What follows belongs to an exercise in optimizing a design on an open flow for small area and a short achievable clock period; a production flow would make more cautious choices. No functional check of the RTL was part of any run shown here. Power and IR drop assume default switching activity.

### flow/config.mk
export PLATFORM = sky130hd
export DESIGN_NAME = KF6845
export DESIGN_NICKNAME = KF6845
export VERILOG_FILES = /design/flow/design.v
export SDC_FILE = /design/flow/constraint.sdc
export NUM_CORES = 4
export LEC_CHECK = 0
export CAP_MARGIN = 20
export CORE_MARGIN = 2
export CORE_UTILIZATION = 60
export SETUP_SLACK_MARGIN = 2.2
export SLEW_MARGIN = 20
### flow/constraint.sdc
create_clock -name core_clock -period 4.0 [get_ports {clock}]
set_input_delay 0.8000 -clock core_clock [delete_from_list [all_inputs] [get_ports {clock}]]
set_output_delay 0.8000 -clock core_clock [all_outputs]
set_load 0.01 [all_outputs]
### flow/design.v
module KF6845_Bus_Control_Logic (
    input   logic           clock,
    input   logic           reset,
    input   logic           CS_N,
    input   logic           RS,
    input   logic           ENABLE,
    input   logic           R_OR_W,
    input   logic   [7:0]   D_IN,
    output  logic   [7:0]   internal_data_bus,
    output  logic   [15:0]  write_register,
    output  logic           read_cursor_h_register,
    output  logic           read_cursor_l_register,
    output  logic           read_light_pen_h_register,
    output  logic           read_light_pen_l_register,
    output  logic           read_none
);
    logic   [7:0]   latch_data;
    always_ff @(posedge clock) begin
        latch_data  <= D_IN;
    end
    assign  internal_data_bus   = latch_data;
    logic   [4:0]   address;
    logic           wr_addr_arm;
    logic           wr_reg_arm;
    wire    sel_wr  = ENABLE & ~CS_N & ~R_OR_W;
    wire    sel_rd  = ENABLE & ~CS_N &  R_OR_W & RS;
    always_ff @(posedge clock, posedge reset) begin
        if (reset) begin
            wr_addr_arm                 <= 1'b0;
            wr_reg_arm                  <= 1'b0;
            read_cursor_h_register      <= 1'b0;
            read_cursor_l_register      <= 1'b0;
            read_light_pen_h_register   <= 1'b0;
            read_light_pen_l_register   <= 1'b0;
            read_none                   <= 1'b1;
        end
        else begin
            wr_addr_arm                 <= sel_wr & ~RS;
            wr_reg_arm                  <= sel_wr &  RS;
            read_cursor_h_register      <= sel_rd & (address == 5'h0E);
            read_cursor_l_register      <= sel_rd & (address == 5'h0F);
            read_light_pen_h_register   <= sel_rd & (address == 5'h10);
            read_light_pen_l_register   <= sel_rd & (address == 5'h11);
            read_none                   <= ~(sel_rd & (address[4:2] == 3'b011) & address[1])
                                         & ~(sel_rd & (address[4:1] == 4'b1000));
        end
    end
    always_ff @(posedge clock, posedge reset) begin
        if (reset)
            address             <= 5'h00;
        else if (wr_addr_arm & ~ENABLE)
            address             <= latch_data[4:0];
    end
    wire    write_reg   = wr_reg_arm & ~ENABLE;
    genvar i;
    generate
        for (i = 0; i < 16; i = i + 1) begin : g_we
            assign  write_register[i]   = write_reg & (address == i);
        end
    endgenerate
endmodule
module KF6845_Horizontal_Control (
    input   logic           clock,
    input   logic           video_clock_enable,
    input   logic           reset,
    input   logic   [7:0]   internal_data_bus,
    input   logic           write_horizontal_total_register,
    input   logic           write_horizontal_displayed_register,
    input   logic           write_horizontal_sync_position_register,
    input   logic           write_horizontal_sync_width_register,
    output  logic           Horizontal,
    output  logic           Horizontal_Half,
    output  logic           Horizontal_End,
    output  logic           H_Display,
    output  logic           HSYNC
);
    logic   [7:0]   horizontal_total;
    logic   [7:0]   horizontal_displayed;
    logic   [7:0]   horizontal_sync_position;
    logic   [3:0]   horizontal_sync_width;
    always_ff @(posedge clock, posedge reset) begin
        if (reset) begin
            horizontal_total            <= 8'h00;
            horizontal_displayed        <= 8'h00;
            horizontal_sync_position    <= 8'h00;
            horizontal_sync_width       <= 4'h0;
        end
        else begin
            if (write_horizontal_total_register)
                horizontal_total            <= internal_data_bus;
            if (write_horizontal_displayed_register)
                horizontal_displayed        <= internal_data_bus;
            if (write_horizontal_sync_position_register)
                horizontal_sync_position    <= internal_data_bus;
            if (write_horizontal_sync_width_register)
                horizontal_sync_width       <= internal_data_bus[3:0];
        end
    end
    logic   [7:0]   horizontal_counter;
    wire    [7:0]   increment_counter   = horizontal_counter + 8'h01;
    wire    [7:0]   next_horizontal_counter = Horizontal ? 8'h00 : increment_counter;
    always_ff @(posedge clock, posedge reset) begin
        if (reset)
            horizontal_counter  <= 8'hFF;
        else if (video_clock_enable)
            horizontal_counter  <= next_horizontal_counter;
    end
    wire    wire_Horizontal         = (next_horizontal_counter == horizontal_total);
    wire    wire_Horizontal_Half    = (next_horizontal_counter == {1'b0, horizontal_total[7:1]});
    wire    wire_Horizontal_End     = (next_horizontal_counter == horizontal_displayed);
    wire    wire_Sync_Start         = (next_horizontal_counter == horizontal_sync_position);
    logic   [3:0]   horizontal_sync_width_counter;
    logic           reset_horizontal_sync_width;
    wire    [3:0]   next_horizontal_sync_width_counter =
                        reset_horizontal_sync_width ? 4'h0 :
                        HSYNC ? horizontal_sync_width_counter + 4'h1 : horizontal_sync_width_counter;
    wire    wire_reset_horizontal_sync_width = (next_horizontal_sync_width_counter == horizontal_sync_width);
    always_ff @(posedge clock, posedge reset) begin
        if (reset) begin
            horizontal_sync_width_counter   <= 4'h0;
            reset_horizontal_sync_width     <= 1'b0;
            Horizontal                      <= 1'b0;
            Horizontal_Half                 <= 1'b0;
            Horizontal_End                  <= 1'b0;
            H_Display                       <= 1'b0;
            HSYNC                           <= 1'b0;
        end
        else if (video_clock_enable) begin
            horizontal_sync_width_counter   <= next_horizontal_sync_width_counter;
            reset_horizontal_sync_width     <= wire_reset_horizontal_sync_width;
            Horizontal                      <= wire_Horizontal;
            Horizontal_Half                 <= wire_Horizontal_Half;
            Horizontal_End                  <= wire_Horizontal_End;
            if (wire_Horizontal_End)
                H_Display                   <= 1'b0;
            else if (wire_Horizontal)
                H_Display                   <= 1'b1;
            if (wire_reset_horizontal_sync_width)
                HSYNC                       <= 1'b0;
            else if (wire_Sync_Start)
                HSYNC                       <= 1'b1;
        end
    end
endmodule
module KF6845_Vertical_Control (
    input   logic           clock,
    input   logic           video_clock_enable,
    input   logic           reset,
    input   logic   [7:0]   internal_data_bus,
    input   logic           write_vertical_total_register,
    input   logic           write_vertical_total_adjust_register,
    input   logic           write_vertical_displayed_register,
    input   logic           write_vertical_sync_position_register,
    input   logic           write_interlace_mode_register,
    input   logic           write_maximum_scan_line_register,
    input   logic           Horizontal,
    input   logic           Horizontal_Half,
    output  logic           V_total,
    output  logic           V_Display,
    output  logic           Scanline_End,
    output  logic   [4:0]   RA,
    output  logic           VSYNC
);
    logic   [6:0]   vertical_total;
    logic   [4:0]   vertical_total_adjust;
    logic   [6:0]   vertical_displayed;
    logic   [6:0]   vertical_sync_position;
    logic   [1:0]   interlace_mode;
    logic   [4:0]   maximum_scan_line;
    always_ff @(posedge clock, posedge reset) begin
        if (reset) begin
            vertical_total              <= 7'h00;
            vertical_total_adjust       <= 5'h00;
            vertical_displayed          <= 7'h00;
            vertical_sync_position      <= 7'h3F;
            interlace_mode              <= 2'b00;
            maximum_scan_line           <= 5'h00;
        end
        else begin
            if (write_vertical_total_register)
                vertical_total          <= internal_data_bus[6:0];
            if (write_vertical_total_adjust_register)
                vertical_total_adjust   <= internal_data_bus[4:0];
            if (write_vertical_displayed_register)
                vertical_displayed      <= internal_data_bus[6:0];
            if (write_vertical_sync_position_register)
                vertical_sync_position  <= internal_data_bus[6:0];
            if (write_interlace_mode_register)
                interlace_mode          <= internal_data_bus[1:0];
            if (write_maximum_scan_line_register)
                maximum_scan_line       <= internal_data_bus[4:0];
        end
    end
    logic   [4:0]   scan_line_counter;
    logic   [6:0]   character_row_counter;
    logic   [1:0]   interlace;
    logic           odd_or_even;
    logic           Vadjust;
    logic   [3:0]   Vsync_counter;
    logic           Vsync_odd;
    logic           Vsync_even;
    wire    update_ra_timing    = video_clock_enable & Horizontal;
    wire    scan_line_match     = (scan_line_counter == maximum_scan_line);
    wire    row_match           = (character_row_counter == vertical_total);
    logic   v_total_match;
    always_comb begin
        if (odd_or_even)
            if (~|vertical_total_adjust)
                v_total_match   = row_match;
            else
                v_total_match   = Vadjust & (scan_line_counter == (vertical_total_adjust - 5'h01));
        else
            v_total_match       = Vadjust & (scan_line_counter == vertical_total_adjust);
    end
    assign  Scanline_End    = update_ra_timing & scan_line_match;
    assign  V_total         = update_ra_timing & v_total_match;
    wire    [6:0]   row_increment   = character_row_counter + 7'h01;
    wire    vdisp_zero  = (vertical_displayed == 7'h00);
    wire    vdisp_inc   = (row_increment == vertical_displayed);
    wire    vdisp_hold  = (character_row_counter == vertical_displayed);
    wire    vsp_zero    = (vertical_sync_position == 7'h00);
    wire    vsp_inc     = (row_increment == vertical_sync_position);
    wire    vertical_end    = V_total ? vdisp_zero : (Scanline_End ? vdisp_inc : vdisp_hold);
    wire    vsync_start     = Scanline_End & (V_total ? vsp_zero : vsp_inc);
    always_ff @(posedge clock, posedge reset) begin
        if (reset) begin
            scan_line_counter       <= 5'h00;
            character_row_counter   <= 7'h00;
            interlace               <= 2'b00;
            odd_or_even             <= 1'b1;
            Vadjust                 <= 1'b0;
            V_Display               <= 1'b0;
            RA                      <= 5'h00;
            Vsync_counter           <= 4'h0;
            Vsync_odd               <= 1'b0;
            Vsync_even              <= 1'b0;
        end
        else begin
            if (V_total)
                character_row_counter   <= 7'h00;
            else if (Scanline_End)
                character_row_counter   <= row_increment;
            if (V_total) begin
                interlace           <= interlace_mode;
                odd_or_even         <= ~interlace_mode[0] | ~odd_or_even;
            end
            if (V_total)
                Vadjust             <= 1'b0;
            else if (Scanline_End & row_match)
                Vadjust             <= 1'b1;
            if (vertical_end)
                V_Display           <= 1'b0;
            else if (V_total)
                V_Display           <= 1'b1;
            if (update_ra_timing) begin
                if (V_total | scan_line_match) begin
                    scan_line_counter   <= 5'h00;
                    RA                  <= {4'h0, (&interlace) & odd_or_even};
                end
                else begin
                    scan_line_counter   <= scan_line_counter + 5'h01;
                    RA                  <= RA + {3'h0, &interlace, ~&interlace};
                end
                if (vsync_start) begin
                    Vsync_odd           <= 1'b1;
                    Vsync_counter       <= 4'h0;
                end
                else begin
                    if (&Vsync_counter)
                        Vsync_odd       <= 1'b0;
                    Vsync_counter       <= Vsync_counter + 4'h1;
                end
            end
            if (video_clock_enable & Horizontal_Half)
                Vsync_even          <= Vsync_odd;
        end
    end
    assign  VSYNC   = odd_or_even ? Vsync_odd : Vsync_even;
endmodule
module KF6845_Linear_Address_Generator (
    input   logic           clock,
    input   logic           video_clock_enable,
    input   logic           reset,
    input   logic   [7:0]   internal_data_bus,
    input   logic           write_start_address_h_register,
    input   logic           write_start_address_l_register,
    input   logic           Horizontal,
    input   logic           Horizontal_End,
    input   logic           V_total,
    input   logic           Scanline_End,
    output  logic   [13:0]  MA
);
    logic   [13:0]  start_address;
    always_ff @(posedge clock, posedge reset) begin
        if (reset)
            start_address   <= 14'h0;
        else begin
            if (write_start_address_h_register)
                start_address[13:8] <= internal_data_bus[5:0];
            if (write_start_address_l_register)
                start_address[7:0]  <= internal_data_bus;
        end
    end
    wire    [13:0]  increment_ma = MA + 14'h1;
    logic   [13:0]  retrace_ma;
    logic   [13:0]  next_line_ma;
    wire    [13:0]  load_ma = V_total ? start_address : next_line_ma;
    always_ff @(posedge clock, posedge reset) begin
        if (reset) begin
            retrace_ma      <= 14'h0;
            next_line_ma    <= 14'h0;
            MA              <= 14'h0;
        end
        else begin
            if (V_total | Scanline_End)
                retrace_ma  <= load_ma;
            if (video_clock_enable & Horizontal_End)
                next_line_ma    <= increment_ma;
            if (V_total | Scanline_End)
                MA          <= load_ma;
            else if (video_clock_enable)
                MA          <= Horizontal ? retrace_ma : increment_ma;
        end
    end
endmodule
module KF6845_Cursor (
    input   logic           clock,
    input   logic           reset,
    input   logic   [7:0]   internal_data_bus_in,
    input   logic           write_cursor_start_register,
    input   logic           write_cursor_end_register,
    input   logic           write_cursor_h_register,
    input   logic           write_cursor_l_register,
    output  logic   [13:0]  cursor_address,
    input   logic           V_total,
    input   logic   [4:0]   RA,
    input   logic   [13:0]  MA,
    output  logic           CURSOR
);
    logic   [1:0]   blink_config;
    logic   [4:0]   cursor_start;
    logic   [4:0]   cursor_end;
    always_ff @(posedge clock, posedge reset) begin
        if (reset) begin
            blink_config            <= 2'h1;
            cursor_start            <= 5'h0;
            cursor_end              <= 5'h0;
            cursor_address          <= 14'h0;
        end
        else begin
            if (write_cursor_start_register) begin
                blink_config        <= internal_data_bus_in[6:5];
                cursor_start        <= internal_data_bus_in[4:0];
            end
            if (write_cursor_end_register)
                cursor_end          <= internal_data_bus_in[4:0];
            if (write_cursor_h_register)
                cursor_address[13:8] <= internal_data_bus_in[5:0];
            if (write_cursor_l_register)
                cursor_address[7:0] <= internal_data_bus_in;
        end
    end
    logic   [4:0]   field_rate_counter;
    logic           cursor_on;
    always_ff @(posedge clock, posedge reset) begin
        if (reset) begin
            field_rate_counter      <= 5'h0;
            cursor_on               <= 1'b0;
        end
        else begin
            if (V_total)
                field_rate_counter  <= field_rate_counter + 5'h1;
            if (~blink_config[1])
                cursor_on           <= ~blink_config[0];
            else if (V_total & ~|field_rate_counter[3:0] & (~blink_config[0] | ~field_rate_counter[4]))
                cursor_on           <= ~cursor_on;
        end
    end
    wire    cursor_character = (cursor_address == MA);
    wire    cursor_scanline  = (cursor_start <= RA) && (RA <= cursor_end);
    assign  CURSOR  = cursor_character & cursor_scanline & cursor_on;
endmodule
module KF6845_Light_Pen (
    input   logic           clock,
    input   logic           video_clock_enable,
    input   logic           reset,
    output  logic   [13:0]  light_pen,
    input   logic   [13:0]  MA,
    input   logic           LPSTB
);
    logic   prev_lpstb;
    always_ff @(posedge clock, posedge reset) begin
        if (reset) begin
            prev_lpstb      <= 1'b1;
            light_pen       <= 14'h0;
        end
        else if (video_clock_enable) begin
            prev_lpstb      <= LPSTB;
            if (~prev_lpstb & LPSTB)
                light_pen   <= MA;
        end
    end
endmodule
module KF6845 (
    input   logic           clock,
    input   logic           video_clock_enable,
    input   logic           reset,
    input   logic           CS_N,
    input   logic           RS,
    input   logic           ENABLE,
    input   logic           R_OR_W,
    input   logic   [7:0]   D_IN,
    output  logic   [7:0]   D_OUT,
    input   logic           LPSTB,
    output  logic           CURSOR,
    output  logic           HSYNC,
    output  logic           VSYNC,
    output  logic   [4:0]   RA,
    output  logic   [13:0]  MA,
    output  logic           DE
);
    logic   [7:0]   internal_data_bus;
    logic   [15:0]  write_register;
    logic           read_cursor_h_register;
    logic           read_cursor_l_register;
    logic           read_light_pen_h_register;
    logic           read_light_pen_l_register;
    logic           read_none;
    logic           Horizontal;
    logic           Horizontal_Half;
    logic           Horizontal_End;
    logic           H_Display;
    logic           V_Display;
    logic           V_total;
    logic           Scanline_End;
    logic           CURSOR_Buffer;
    logic           HSYNC_Buffer;
    logic           VSYNC_Buffer;
    logic   [4:0]   RA_Buffer;
    logic   [13:0]  MA_Buffer;
    logic   [13:0]  cursor_address;
    logic   [13:0]  light_pen;
    KF6845_Bus_Control_Logic u_Bus_Control_Logic (
        .clock                                      (clock),
        .reset                                      (reset),
        .CS_N                                       (CS_N),
        .RS                                         (RS),
        .ENABLE                                     (ENABLE),
        .R_OR_W                                     (R_OR_W),
        .D_IN                                       (D_IN),
        .internal_data_bus                          (internal_data_bus),
        .write_register                             (write_register),
        .read_cursor_h_register                     (read_cursor_h_register),
        .read_cursor_l_register                     (read_cursor_l_register),
        .read_light_pen_h_register                  (read_light_pen_h_register),
        .read_light_pen_l_register                  (read_light_pen_l_register),
        .read_none                                  (read_none)
    );
    KF6845_Horizontal_Control u_Horizontal_Control (
        .clock                                      (clock),
        .video_clock_enable                         (video_clock_enable),
        .reset                                      (reset),
        .internal_data_bus                          (internal_data_bus),
        .write_horizontal_total_register            (write_register[0]),
        .write_horizontal_displayed_register        (write_register[1]),
        .write_horizontal_sync_position_register    (write_register[2]),
        .write_horizontal_sync_width_register       (write_register[3]),
        .Horizontal                                 (Horizontal),
        .Horizontal_Half                            (Horizontal_Half),
        .Horizontal_End                             (Horizontal_End),
        .H_Display                                  (H_Display),
        .HSYNC                                      (HSYNC_Buffer)
    );
    KF6845_Vertical_Control u_Vertical_Control (
        .clock                                      (clock),
        .video_clock_enable                         (video_clock_enable),
        .reset                                      (reset),
        .internal_data_bus                          (internal_data_bus),
        .write_vertical_total_register              (write_register[4]),
        .write_vertical_total_adjust_register       (write_register[5]),
        .write_vertical_displayed_register          (write_register[6]),
        .write_vertical_sync_position_register      (write_register[7]),
        .write_interlace_mode_register              (write_register[8]),
        .write_maximum_scan_line_register           (write_register[9]),
        .Horizontal                                 (Horizontal),
        .Horizontal_Half                            (Horizontal_Half),
        .V_total                                    (V_total),
        .V_Display                                  (V_Display),
        .Scanline_End                               (Scanline_End),
        .RA                                         (RA_Buffer),
        .VSYNC                                      (VSYNC_Buffer)
    );
    KF6845_Linear_Address_Generator u_Linear_Address_Generator (
        .clock                                      (clock),
        .video_clock_enable                         (video_clock_enable),
        .reset                                      (reset),
        .internal_data_bus                          (internal_data_bus),
        .write_start_address_h_register             (write_register[12]),
        .write_start_address_l_register             (write_register[13]),
        .Horizontal                                 (Horizontal),
        .Horizontal_End                             (Horizontal_End),
        .V_total                                    (V_total),
        .Scanline_End                               (Scanline_End),
        .MA                                         (MA_Buffer)
    );
    KF6845_Cursor u_Cursor (
        .clock                                      (clock),
        .reset                                      (reset),
        .internal_data_bus_in                       (internal_data_bus),
        .write_cursor_start_register                (write_register[10]),
        .write_cursor_end_register                  (write_register[11]),
        .write_cursor_h_register                    (write_register[14]),
        .write_cursor_l_register                    (write_register[15]),
        .cursor_address                             (cursor_address),
        .V_total                                    (V_total),
        .RA                                         (RA_Buffer),
        .MA                                         (MA_Buffer),
        .CURSOR                                     (CURSOR_Buffer)
    );
    KF6845_Light_Pen u_Light_Pen (
        .clock                                      (clock),
        .video_clock_enable                         (video_clock_enable),
        .reset                                      (reset),
        .light_pen                                  (light_pen),
        .MA                                         (MA),
        .LPSTB                                      (LPSTB)
    );
    assign  D_OUT   = {8{read_none}}
                    | ({8{read_cursor_h_register}}    & {2'b00, cursor_address[13:8]})
                    | ({8{read_cursor_l_register}}    & cursor_address[7:0])
                    | ({8{read_light_pen_h_register}} & {2'b00, light_pen[13:8]})
                    | ({8{read_light_pen_l_register}} & light_pen[7:0]);
    always_ff @(posedge clock, posedge reset) begin
        if (reset) begin
            CURSOR  <= 1'b0;
            HSYNC   <= 1'b0;
            VSYNC   <= 1'b0;
            RA      <= 5'h0;
            MA      <= 14'h0;
            DE      <= 1'b0;
        end
        else begin
            CURSOR  <= CURSOR_Buffer;
            HSYNC   <= HSYNC_Buffer;
            VSYNC   <= VSYNC_Buffer;
            RA      <= RA_Buffer;
            MA      <= MA_Buffer;
            DE      <= H_Display & V_Display;
        end
    end
endmodule
### flow/run.sh
#!/bin/bash
# synth_recipe.tcl (not shown) runs the flow's synth.tcl, then flattens the netlist and writes it again
# the make line also repeats each setting of config.mk as NAME=value (left out here)
make -C /OpenROAD-flow-scripts/flow DESIGN_CONFIG=/design/flow/config.mk WORK_HOME=/design/flow/orfs CLKGATE_MAP_FILE= SYNTH_SCRIPT=/design/flow/synth_recipe.tcl finish
==> results of run 1 <==
## power breakdown
group	total [mW]	internal [mW]	switching (mW)	leakage [nW]
Combinational	3.65	1.83	1.81	3.18
Clock	2.28	1.30	0.978	0.377
Sequential	3.92	3.21	0.711	3.16
## flip-flops by register name, indices dropped and copies added, names as in the netlist, 7 cells and up
| name | count |
|---|---|
| u_Linear_Address_Generator.next_line_ma | 14 |
| u_Vertical_Control.vertical_sync_position | 7 |
| u_Vertical_Control.vertical_displayed | 7 |
| u_Cursor.cursor_address | 14 |
| u_Linear_Address_Generator.start_address | 14 |
| u_Bus_Control_Logic.latch_data | 8 |
| u_Vertical_Control.character_row_counter | 7 |
| u_Linear_Address_Generator.MA | 14 |
| u_Vertical_Control.vertical_total | 7 |
| u_Linear_Address_Generator.retrace_ma | 14 |
| u_Horizontal_Control.horizontal_counter | 8 |
| u_Horizontal_Control.horizontal_total | 8 |
| u_Horizontal_Control.horizontal_sync_position | 8 |
| u_Light_Pen.light_pen | 14 |
| u_Horizontal_Control.horizontal_displayed | 8 |
| MA | 14 |
## final timing paths
| kind | endpoint | cells after the start | from |
|---|---|---|---|
| setup / recovery | D_OUT[1] | 4 | u_Bus_Control_Logic.read_cursor_l_register |
| hold / removal | RA[4] | 0 | u_Vertical_Control.RA[4] |
| setup reg to reg | u_Vertical_Control.Vsync_counter[1] | 11 | u_Vertical_Control.vertical_total_adjust[0] |
| hold reg to reg | RA[4] | 0 | u_Vertical_Control.RA[4] |
| max in group asynchronous | u_Vertical_Control.character_row_counter[0] | 3 | reset |
| min in group asynchronous | u_Bus_Control_Logic.wr_addr_arm | 3 | reset |
## worst reg2reg max path: stages, from the launching register on
cell and delay (ns):
dfrtp_1 0.38, inv_1 0.06, ha_2 0.18, nor4b_4 0.22
buf_4 0.15, nor2_1 0.03, mux2_4 0.26, a41o_4 0.26
buf_6 0.14, buf_6 0.11, a221oi_4 0.33, o21ai_1 0.12
## routing by layer
layer / wire length [um] / GRT usage / vias to the layer above
li1: - / - / 4046
met4: 950 / 0.0770 / 0
met5: 0 / 0 / -
met2: 15600 / 0.503 / 276
met3: 1850 / 0.0455 / 80
met1: 13600 / 0.409 / 4565
## cells in the final DEF (no fill, tap or decap), types with 6 or more instances in the layout
| cell | instances |
|---|---|
| dfrtp_1 | 212 |
| mux2_2 | 132 |
| nand2_1 | 87 |
| xor2_1 | 54 |
| xnor2_1 | 53 |
| buf_4 | 51 |
| nor2_1 | 46 |
| buf_2 | 29 |
| clkbuf_16 | 28 |
| a31oi_1 | 26 |
| inv_1 | 26 |
| a21oi_1 | 25 |
| o21ai_0 | 24 |
| nand3_1 | 21 |
| buf_6 | 19 |
| dfstp_2 | 18 |
| nand4_1 | 16 |
| ha_1 | 16 |
| clkbuf_1 | 16 |
| nor2_4 | 15 |
| dfrtp_2 | 15 |
| o21ai_1 | 13 |
| clkdlybuf4s50_1 | 13 |
| nor3_1 | 12 |
| o22ai_2 | 12 |
| nand2_2 | 10 |
| and2_4 | 9 |
| nand2_8 | 8 |
| nor2_2 | 8 |
| and3_1 | 8 |
| buf_12 | 8 |
| dfxtp_1 | 8 |
| nand2_4 | 7 |
| a31oi_4 | 7 |
| nor4_1 | 6 |
| nand2b_1 | 6 |
| nand3_2 | 6 |
| a21o_1 | 6 |
| a222oi_1 | 6 |
## cell families (layout without fill, tap and decap cells)
group,Yosys count,count (layout),share of synthesized area
DFF,253,253,0.524
buffers and inverters,83,204,0.0280
muxes,138,138,0.129
and+or+nand+nor,297,307,0.119
xor gates and xnor gates,113,113,0.0834
AOI/OAI and AO/OA,171,171,0.0927
adders and majority gates,22,22,0.0235
## stage by stage
stage	instance area, um2	instances
floorplan	12400	1077
global placement	13000	1347
detailed placement	13000	1347
CTS	14600	1453
global route	15100	1473
finish	15100	1473
## repair_timing
item                                    in CTS  in global routing
gates cloned                                10                  1
endpoints found under the setup margin     229                166
hold buffers                                 0                  0
resized for setup                          232                 84
pin swaps                                   43                 37
setup buffers                               49                 19
## final cells by class
cell class / count / area (um2) / share of cell area
Timing Repair Buffer: 126 / 1120 / 0.0738
Clock buffer: 46 / 777 / 0.0513
Multi-Input combinational cell: 751 / 6450 / 0.426
Tap cell: 265 / 332 / 0.0219
Sequential cell: 253 / 6330 / 0.418
Inverter: 31 / 131 / 0.00868
Clock inverter: 1 / 5.00 / 0.000331
==> out/results.txt, run 1 <==
Result of the run: complete, no violations
Dpl hpwl: 18200 um
Post-layout util: 0.773
Area contributors post-synth: dfrtp_1 47%, mux2_2 13%, xnor2_1 4.1%, xor2_1 4.0%, dfstp_2 3.9%
Layout cells sized above 1: 0.380
Reg2reg setup slack: 1.63 ns
Prevailing post-synth register cell: dfrtp_1
Post-synth EDFFs: 0
Die Area: 21200 um2
Synth Area per Inst: 11.2 um2
Initial DRT Pass Iterations: 5
Mapped Nets: 1115
Worst-Margin Slew: 1.07 ns
Min-delay worst type: reg -> reg
Root Driver: clkbuf_16
Data required time of the critical path: 3.20 ns
WL/cell: 21.8 um
Nets: 1227
Post-DR vias/cell: 6.09
H-tree depth: 1
Post-route setup TNS: 0 ns
Post-synth cell types: 68
Fmax: 406 MHz
CP max FO: 6
GR Overflow Total: 0
WL final: 32100 um
Power Total: 9.85 mW
Tot GR Track Use: 0.298
Area share of the largest cell type after synthesis: 0.472
Die width: 146 um
Pre-CTS WS: 0.791 ns
Die Y: 146 um
Peak VDD IR: 0.473 mV
Delay-heaviest family, CP: flip-flops
Post-synth top area cell: dfrtp_1
Final hold vios: 0
Post-synth top cells: 227 x dfrtp_1, 134 x mux2_2, 105 x nand2_1
Initial Util: 0.615
Crit path DAT: 1.66 ns
Dominant cell by count in the synthesized netlist: dfrtp_1
Final setup margin: 1.54 ns
# rows: 51
Setup Skew: 0.0222 ns
FFs w/ async S/R, synth: 0.968
Sum of buffers and inverters on the critical path: 2
Mapped cell area: 12000 um2
Antenna violations before repair: 2
RSZ-0062 raised after global routing: true
DRC Markers: 0
Number of DRC markers in iteration 0: 802
CP cell instances: buf_6, a222oi_1, nand2_1, buf_2
Slew headroom: 0.284
Input/output buffers: 46
Max Cap Viol: 0
Sequential area share after synthesis: 0.524
CP endpoint kind: output port
Setup violators final: 0
YS warnings: 7
Layout area overhead: 25.8%
#FFs+latches synth: 253
Crit path max-delay cell type: dfrtp_2
Max-slew violation count: 0
Clock slew at reported path FFs: 0.06 ns
Clock Sinks: 253
Worst-Skew Late Latency: 0.54 ns
Clock buffer depth: 3
CP Launch Type: register
Largest net degree at the start of global routing: 107
Total number of vias: 8967
Power Dens Cells: 651 nW/um2
Placer congestion estimate: 0.861
Critical path class: reg -> out
CTS buffer count: 26
Core ar.: 19600 um2
Mapped Cells: 1077
Leakage: 6.72 nW
# fillers: 1267
Largest stage delay on the critical path: 0.46 ns
Routed Antenna Nets: 0
First-pass GRT wire length: 50300 um
Top Ports: 47
CTS tree: yes
Vias in the first global route: 9037
Tmin final: 2.46 ns
Tcrit/Tclk final: 0.615
Antenna Cells: 0
Hold Slack: 0.433 ns
==> run 2: changes to the inputs <==
--- a/flow/config.mk
+++ b/flow/config.mk
@@ -8,5 +8,4 @@
 export CAP_MARGIN = 20
 export CORE_MARGIN = 2
 export CORE_UTILIZATION = 60
-export SETUP_SLACK_MARGIN = 2.2
 export SLEW_MARGIN = 20
==> out/results.txt, run 2 <==
Hold Slack: 0.424 ns (-0.00843 ns)
Post-synth top area cell: dfrtp_1
Layout cells sized above 1: 0.196 (-0.184)
Die width: 146 um (unchanged)
Die Area: 21200 um2 (unchanged)
WL/cell: 19.5 um (-11%)
Largest net degree at the start of global routing: 131 (+22%)
Initial Util: 0.615 (unchanged)
Min-delay worst type: reg -> reg
Number of DRC markers in iteration 0: 558 (-30%)
Final hold vios: 0 (unchanged)
Worst-Margin Slew: 1.08 ns (+0.00959 ns)
Antenna Cells: 0 (unchanged)
Clock slew at reported path FFs: 0.06 ns (about the same)
CTS tree: yes
Placer congestion estimate: 0.863 (+0.24%)
Clock Sinks: 253 (unchanged)
Slew headroom: 0.277 (-0.00640)
Delay-heaviest family, CP: compound AO/OA/AOI/OAI gates
DRC Markers: 0 (unchanged)
Post-CTS sizing: 0 (-100%)
#FFs+latches synth: 253 (unchanged)
Total number of vias: 8272 (-7.8%)
Post-synth top cells: 227 x dfrtp_1, 134 x mux2_2, 105 x nand2_1
Setup Skew: 0.0182 ns (-0.00397 ns)
CP Launch Type: register
Dominant cell by count in the synthesized netlist: dfrtp_1
Max Cap Viol: 0 (unchanged)
Area share of the largest cell type after synthesis: 0.472 (unchanged)
Mapped Nets: 1115 (unchanged)
Layout area overhead: 13.7%
Input/output buffers: 46 (unchanged)
Hold buffers post-CTS: 0 (unchanged)
Largest stage delay on the critical path: 0.58 ns (+0.12 ns)
Clock buffer depth: 3 (unchanged)
Area contributors post-synth: dfrtp_1 47%, mux2_2 13%, xnor2_1 4.1%, xor2_1 4.0%, dfstp_2 3.9%
Vias in the first global route: 8304 (-8.1%)
First-pass GRT wire length: 45100 um (-10%)
CP endpoint kind: register
Postcts setup bufs: 0 (-100%)
Dpl hpwl: 18200 um (+0.24%)
Routed Antenna Nets: 0 (unchanged)
Placed insts: 1353 (+0.45%)
CTS buffer count: 27 (+3.8%)
Power Dens Cells: 645 nW/um2 (-0.91%)
RSZ-0062 raised after global routing: false
Core ar.: 19600 um2 (unchanged)
Sequential area share after synthesis: 0.524 (unchanged)
GR Overflow Total: 0 (unchanged)
Leakage: 6.20 nW (-7.8%)
Prevailing post-synth register cell: dfrtp_1
Critical path class: reg -> reg
FFs w/ async S/R, synth: 0.968 (unchanged)
Die Y: 146 um (unchanged)
WL final: 27300 um (-15%)
Sum of buffers and inverters on the critical path: 0 (-2)
Mapped Cells: 1077 (unchanged)
Top Ports: 47 (unchanged)
Most frequent cells in the layout: 227 x dfrtp_1, 134 x mux2_2, 105 x nand2_1
Tcrit/Tclk final: 0.726 (+0.111)
Mapped cell area: 12000 um2 (unchanged)
Peak VDD IR: 0.446 mV (-5.7%)
Fmax: 344 MHz (-15%)
Tot GR Track Use: 0.264 (-0.0342)
Initial DRT Pass Iterations: 7 (+2)
# fillers: 1485 (+17%)
H-tree depth: 1 (unchanged)
Crit path max-delay cell type: dfrtp_1
Nets: 1155 (-5.9%)
Root Driver: clkbuf_16
Post-DR vias/cell: 5.90 (-3.1%)
Result of the run: complete, no violations
Antenna violations before repair: 0 (-2)
Tmin final: 2.90 ns (+0.443 ns)
Post-synth cell types: 68 (unchanged)
Reg2reg setup slack: 1.10 ns (-0.53 ns)
CP max FO: 9 (+3)
Post-synth EDFFs: 0 (unchanged)
YS warnings: 7 (unchanged)
Setup violators final: 0 (unchanged)
CP cell instances: ha_1, nand3_1, nor2_1, xnor2_1, o211ai_1, a211o_1, a221oi_2, o21ai_1
Worst-Skew Late Latency: 0.54 ns (about the same)
Data required time of the critical path: 4.41 ns (+1.21 ns)
# rows: 51 (unchanged)
Crit path DAT: 3.31 ns (+1.65 ns)
Most common cell after layout, fill and taps aside: dfrtp_1
Max-slew violation count: 0 (unchanged)
Synth Area per Inst: 11.2 um2 (unchanged)
Final Non-Filler Cells: 1403 (-4.8%)
==> run 2: metal layers <==
| metal | vias up | routed length, um | global-route usage |
|---|---|---|---|
| li1 | 3906 | - | - |
| met1 | 4102 | 12900 | 0.393 |
| met2 | 212 | 12500 | 0.416 |
| met3 | 52 | 1240 | 0.0339 |
| met4 | 0 | 618 | 0.0657 |
| met5 | - | 0 | 0 |
==> run 2: path summary, 6_finish.rpt <==
check                                                            start                                          to  depth (start not counted)
max                        u_Vertical_Control.character_row_counter[0]         u_Vertical_Control.Vsync_counter[1]                          8
min                                           u_Vertical_Control.RA[4]                                       RA[4]                          0
max reg2reg                u_Vertical_Control.character_row_counter[0]         u_Vertical_Control.Vsync_counter[1]                          8
min reg2reg                                   u_Vertical_Control.RA[4]                                       RA[4]                          0
max in group asynchronous                                        reset  u_Linear_Address_Generator.next_line_ma[6]                          3
min in group asynchronous                                        reset                                       RA[2]                          3
==> run 2: area by class of cell <==
type / instances / area [um2] / share of cell area
flip-flops and latches: 253 / 6310 / 0.461
well taps: 265 / 332 / 0.0242
clock buffers: 41 / 788 / 0.0576
clock inverters: 9 / 129 / 0.00942
repair buffers: 63 / 613 / 0.0448
inverters: 31 / 120 / 0.00878
multi-input cells: 741 / 5390 / 0.394
==> run 2: worst register-to-register path: stages, from the launching register on <==
cell and delay (ns):
dfrtp_1 0.58, ha_1 0.43, nand3_1 0.26, nor2_1 0.28, xnor2_1 0.22, o211ai_1 0.13
a211o_1 0.32, a221oi_2 0.44, o21ai_1 0.12
==> run 2: per-stage QoR <==
stage	total power [mW]	setup slack (ns)	util	TNS, ns	instance area [um2]
after global routing	9.36	0.920	0.699	0	13700
final	8.82	1.10	0.699	0	13700
after detailed placement	6.29	0.799	0.652	0	12800
after floorplan	5.50	-0.00307	-	-0.696	12000
after CTS	8.86	1.17	0.699	0	13700
after global placement	6.22	0.873	0.652	0	12800
==> run 2: cells by family (layout without fill, tap and decap cells) <==
family | after synthesis | in the layout | synth area share
fa+ha+maj | 22 | 22 | 0.0235
flops | 253 | 253 | 0.524
simple gates | 297 | 297 | 0.119
buf+inv | 83 | 144 | 0.0280
mux | 138 | 138 | 0.129
xor+xnor | 113 | 113 | 0.0834
compound gates | 171 | 171 | 0.0927
==> run 2: where the power goes <==
group | internal, mW | switching [mW] | total [mW]
Combinational | 1.18 | 1.20 | 2.38
Sequential | 3.20 | 0.684 | 3.88
Clock | 1.55 | 1.01 | 2.56
Total | 5.93 | 2.89 | 8.82

what the ideal ports hide:
No port has a modelled driver above. Below, the same layouts with a new extraction and two added sets of constraints. Step 1 (the two cells are an assumption about what drives the block):
set clk [get_ports {clock}]
set_driving_cell -lib_cell sky130_fd_sc_hd__clkbuf_16 $clk
set_driving_cell -lib_cell sky130_fd_sc_hd__buf_2 [delete_from_list [all_inputs] $clk]
Step 2 moves the port delays by t, midway between the first and last clock arrival at a register: inputs arrive t later, outputs are due t later. That takes back most of the time a late clock gives input paths. a / b / c = ideal / step 1 / step 2; a / b = the first two.
| run | t (ns) | setup slack, ns | worst setup path at the end |
|---|---|---|---|
| run 1 | 0.575 | 1.538 / 1.493 / 1.022 | input to register |
| run 2 | 0.580 | 1.095 / 1.095 / 0.767 | input to register |
After both steps setup and hold are still met in every run listed. The setup slack of run 1, which loses most, moves by -0.045 ns with the drivers and by -0.516 ns with both steps.
